Background: an optimization exercise with open tools, aiming at small area. Do not read the settings as production practice. Only simulation tests tie the RTL to the original design; equivalence was not proved. The clock input has no modelled driver; a real chip could not lean on it and would need a root buffer or a full tree. No activity file was given, so power comes from the tool's default toggle rates.

==> module top_cmd_uart, before the edit <==
module top_cmd_uart #(
    parameter integer CLOCK_FREQ = 100_000_000,
    parameter integer BAUD_RATE  = 115200
)(
    input  logic       clk,
    input  logic       reset,
    input  logic       RxD,
    output logic       TxD,
    output logic [7:0] led
);
    localparam logic [2:0] PS_LETTER = 3'd0, PS_COMMA = 3'd1, PS_FIRST = 3'd2,
                           PS_REST0 = 3'd4, PS_REST1 = 3'd5, PS_ANSWER = 3'd3;
    logic [2:0] ps;
    logic       sel;              
    logic [3:0] dt, du;           
    logic       rx_m;             
    logic       tx_m;             
    logic       idle;
    assign tx_m = (ps == PS_ANSWER);
    assign idle = !rx_m && !tx_m;
    localparam logic [9:0] T_END  = 10'b0100100000;   
    localparam logic [9:0] T_LOAD = 10'b0010111001;   
    localparam logic [9:0] T_HALF = 10'b0010111101;   
    logic [9:0] tmr;
    logic       tick;
    assign tick = (tmr == T_END);
    logic [3:0] s;
    logic [1:0] b;
    logic       s0;
    assign s0 = (s == 4'd0);
    always_ff @(posedge clk) begin
        if (idle) begin
            tmr    <= T_HALF;
            {b, s} <= {2'd3, 4'd7};
        end else if (tick) begin
            tmr    <= T_LOAD;
            if (s0) s <= 4'd4;
            else    {b, s} <= {b, s} + 6'd1;
        end else begin
            tmr    <= {tmr[8:0], tmr[9] ~^ tmr[6]};
        end
    end
    logic byte_end;               
    assign byte_end = rx_m && tick && s0;
    always_ff @(posedge clk or posedge reset) begin
        if (reset)                 rx_m <= 1'b0;
        else if (idle && !RxD)     rx_m <= 1'b1;
        else if (byte_end)         rx_m <= 1'b0;
    end
    always_ff @(posedge clk or posedge reset) begin
        if (reset)                       led <= 8'd0;
        else if (rx_m && tick && s[3])   led <= {RxD, led[7:1]};
    end
    logic is_digit, is_eol, digit_in;
    assign is_digit = (led[7:4] == 4'h3) && (led[3:0] <= 4'd9);
    assign is_eol   = (led == 8'h0A) || (led == 8'h0D);
    assign digit_in = byte_end && is_digit;
    always_ff @(posedge clk or posedge reset) begin
        if (reset) begin
            ps <= PS_LETTER;
        end else if (tx_m) begin
            if (tick && s0 && b == 2'd0) ps <= PS_LETTER;
        end else if (byte_end) begin
            case (ps)
                PS_LETTER: if (led == "P" || led == "M") ps <= PS_COMMA;
                PS_COMMA:  ps <= (led == ",") ? PS_FIRST : PS_LETTER;
                PS_FIRST:  ps <= is_digit ? PS_REST0 : PS_LETTER;
                PS_REST0: begin
                    if (is_digit)    ps <= PS_REST1;
                    else if (is_eol) ps <= PS_ANSWER;
                end
                PS_REST1: if (is_eol) ps <= PS_ANSWER;
                default:  ps <= PS_LETTER;
            endcase
        end
    end
    always_ff @(posedge clk) begin
        if (byte_end && ps == PS_LETTER && led == "P") sel <= 1'b0;
        if (byte_end && ps == PS_LETTER && led == "M") sel <= 1'b1;
    end
    logic [4:0]  ph;
    logic [95:0] ring;
    logic        cy;              
    logic        iterw;           
    logic        stop, ph0, ph31, dec;
    logic        padit, odd, cur_c, opx, opy, sum, fb;
    assign ph0   = (ph == 5'd0);
    assign ph31  = (ph == 5'd31);
    assign stop  = (dt == 4'd0) && (sel ? (du == 4'd0) : (du <= 4'd2));
    assign dec   = ph31 && tx_m && !stop;
    assign padit = iterw && !sel;
    assign odd   = ph[0];
    assign opx   = tx_m && (padit ? ring[0] : (ring[64] | (sel & odd)));
    assign opy   = padit && ring[32];
    assign cur_c = ph0 ? (tx_m ? (iterw & sel) : !sel) : cy;
    assign sum   = opx ^ opy ^ cur_c;
    assign fb    = sum & !(sel & odd);
    always_ff @(posedge clk) begin
        ring <= {fb, ring[95:1]};
        cy   <= (opx & opy) | (cur_c & (opx ^ opy));
        if (ph31) iterw <= tx_m && !stop;
    end
    always_ff @(posedge clk or posedge reset) begin
        if (reset) ph <= 5'd0;
        else       ph <= ph + 5'd1;
    end
    always_ff @(posedge clk or posedge reset) begin
        if (reset)                               dt <= 4'd0;
        else if (digit_in && ps == PS_REST0)     dt <= du;
        else if (dec && du == 4'd0)              dt <= dt - 4'd1;
    end
    always_ff @(posedge clk) begin
        if (digit_in)     du <= led[3:0];
        else if (dec)     du <= (du == 4'd0) ? 4'd9 : du - 4'd1;
    end
    logic nb;
    always_ff @(posedge clk) begin
        if (s[3]) begin
            if (ph == {~b, s[2:0]}) nb <= ring[64];
        end else begin
            nb <= (s != 4'd7);
        end
    end
    always_ff @(posedge clk) begin
        if (!tx_m)      TxD <= 1'b1;
        else if (tick)  TxD <= nb;
    end
endmodule
Settings: LEC_CHECK=0, CAP_MARGIN=20, CORE_MARGIN=2, CORE_UTILIZATION=40, CTS_BUF_LIST=sky130_fd_sc_hd__clkbuf_8, SLEW_MARGIN=20; clock period 10.0 ns.
standard.sh (not shown) runs the stock make flow with config.mk's settings and CLKGATE_MAP_FILE= SYNTH_SCRIPT=/design/flow/synth_recipe.tcl, a recipe that flattens the netlist after the stock synthesis.
==> flow/flow/run.sh <==
#!/bin/bash
# The standard layout with these changes:
#  - synthesis maps the combinational logic with an area-oriented ABC script
#    (the registers are the standard synthesis's);
#  - the port buffers are sky130_fd_sc_hd__buf_1;
#  - the clock tree is built by flow/manual_cts.tcl: eight clkbuf_8 leaf
#    buffers, each driving one cluster of registers, fed by one clkbuf_4.
set -euo pipefail
here=$PWD
cat flow/abc_wrap.tcl synth_recipe.tcl > synth_area.tcl
sed "s#SYNTH_SCRIPT=[^ ]*#SYNTH_SCRIPT=$here/synth_area.tcl#" standard.sh > standard_area.sh
export AREA_ABC_SCRIPT=$here/flow/area.abc
export BUFFER_PORTS_ARGS="-buffer_cell sky130_fd_sc_hd__buf_1"
export PRE_CTS_TCL=$here/flow/manual_cts.tcl
bash standard_area.sh finish > standard.log 2>&1
Other scripts of this flow, unchanged in this note and not shown: flow/flow/abc_wrap.tcl, flow/flow/area.abc, flow/flow/manual_cts.tcl
The starting point finished with timing, DRC and antenna clean.
Then changed:
--- a/flow/design.v
+++ b/flow/design.v
@@ -18,11 +18,11 @@
     logic       tx_m;             
     logic       idle;
     assign tx_m = (ps == PS_ANSWER);
     assign idle = !rx_m && !tx_m;
-    localparam logic [9:0] T_END  = 10'b0100100000;   
-    localparam logic [9:0] T_LOAD = 10'b0010111001;   
-    localparam logic [9:0] T_HALF = 10'b0010111101;   
+    localparam logic [9:0] T_END  = ~10'b0100100000;   
+    localparam logic [9:0] T_LOAD = ~10'b0010111001;   
+    localparam logic [9:0] T_HALF = ~10'b0010111101;   
     logic [9:0] tmr;
     logic       tick;
     assign tick = (tmr == T_END);
     logic [3:0] s;
@@ -37,9 +37,9 @@
             tmr    <= T_LOAD;
             if (s0) s <= 4'd4;
             else    {b, s} <= {b, s} + 6'd1;
         end else begin
-            tmr    <= {tmr[8:0], tmr[9] ~^ tmr[6]};
+            tmr    <= {tmr[8:0], tmr[9] ^ tmr[6]};
         end
     end
     logic byte_end;               
     assign byte_end = rx_m && tick && s0;
@@ -75,10 +75,10 @@
             endcase
         end
     end
     always_ff @(posedge clk) begin
-        if (byte_end && ps == PS_LETTER && led == "P") sel <= 1'b0;
-        if (byte_end && ps == PS_LETTER && led == "M") sel <= 1'b1;
+        if (byte_end && ps == PS_LETTER && (led == "P" || led == "M"))
+            sel <= led[0];
     end
     logic [4:0]  ph;
     logic [95:0] ring;
     logic        cy;              
After rerunning:
- The changed run completed with no timing, DRC or antenna violations
- setup slack improved by 0.56 ns
- wire length is lower by 1.5%
- final cell count is lower by 1.0%
- total power barely changes
- design area barely changes
- synthesized area is lower by 0.31%
- critical path depth is higher by 1
- register-to-register slack improved by 0.56 ns
- flip-flop and latch count is unchanged
- sequential power barely changes
- die area barely changes
- core utilization is higher by 0.10 points
- worst hold slack improved by 0.012 ns
No run of this note takes its clock network from TritonCTS; it comes from the design's own scripts or RTL.

[what the ideal ports hide]
In the flow no input, the clock included, has a driving cell. The finished layouts below were timed again as built, in two steps. Step 1 assumes that a clkbuf_16 drives the clock port and a buf_2 every other input. Step 2, shift: input delay + t, output delay - t, t = (earliest + latest rising clock arrival at the registers) / 2. This alone moves slack from input paths to output paths. Slacks: ideal / step 1 / step 2; pairs: ideal / step 1.
| run | shift t [ns] | setup WS [ns] | slew at the worst register clock pin (ns) |
|---|---|---|---|
| the first run | 0.482 | 6.286 / 6.286 / 6.286 | 0.12 / 0.12 |
| the second run | 0.483 | 6.846 / 6.838 / 6.846 | 0.11 / 0.11 |
After both steps every run listed still meets setup and hold.
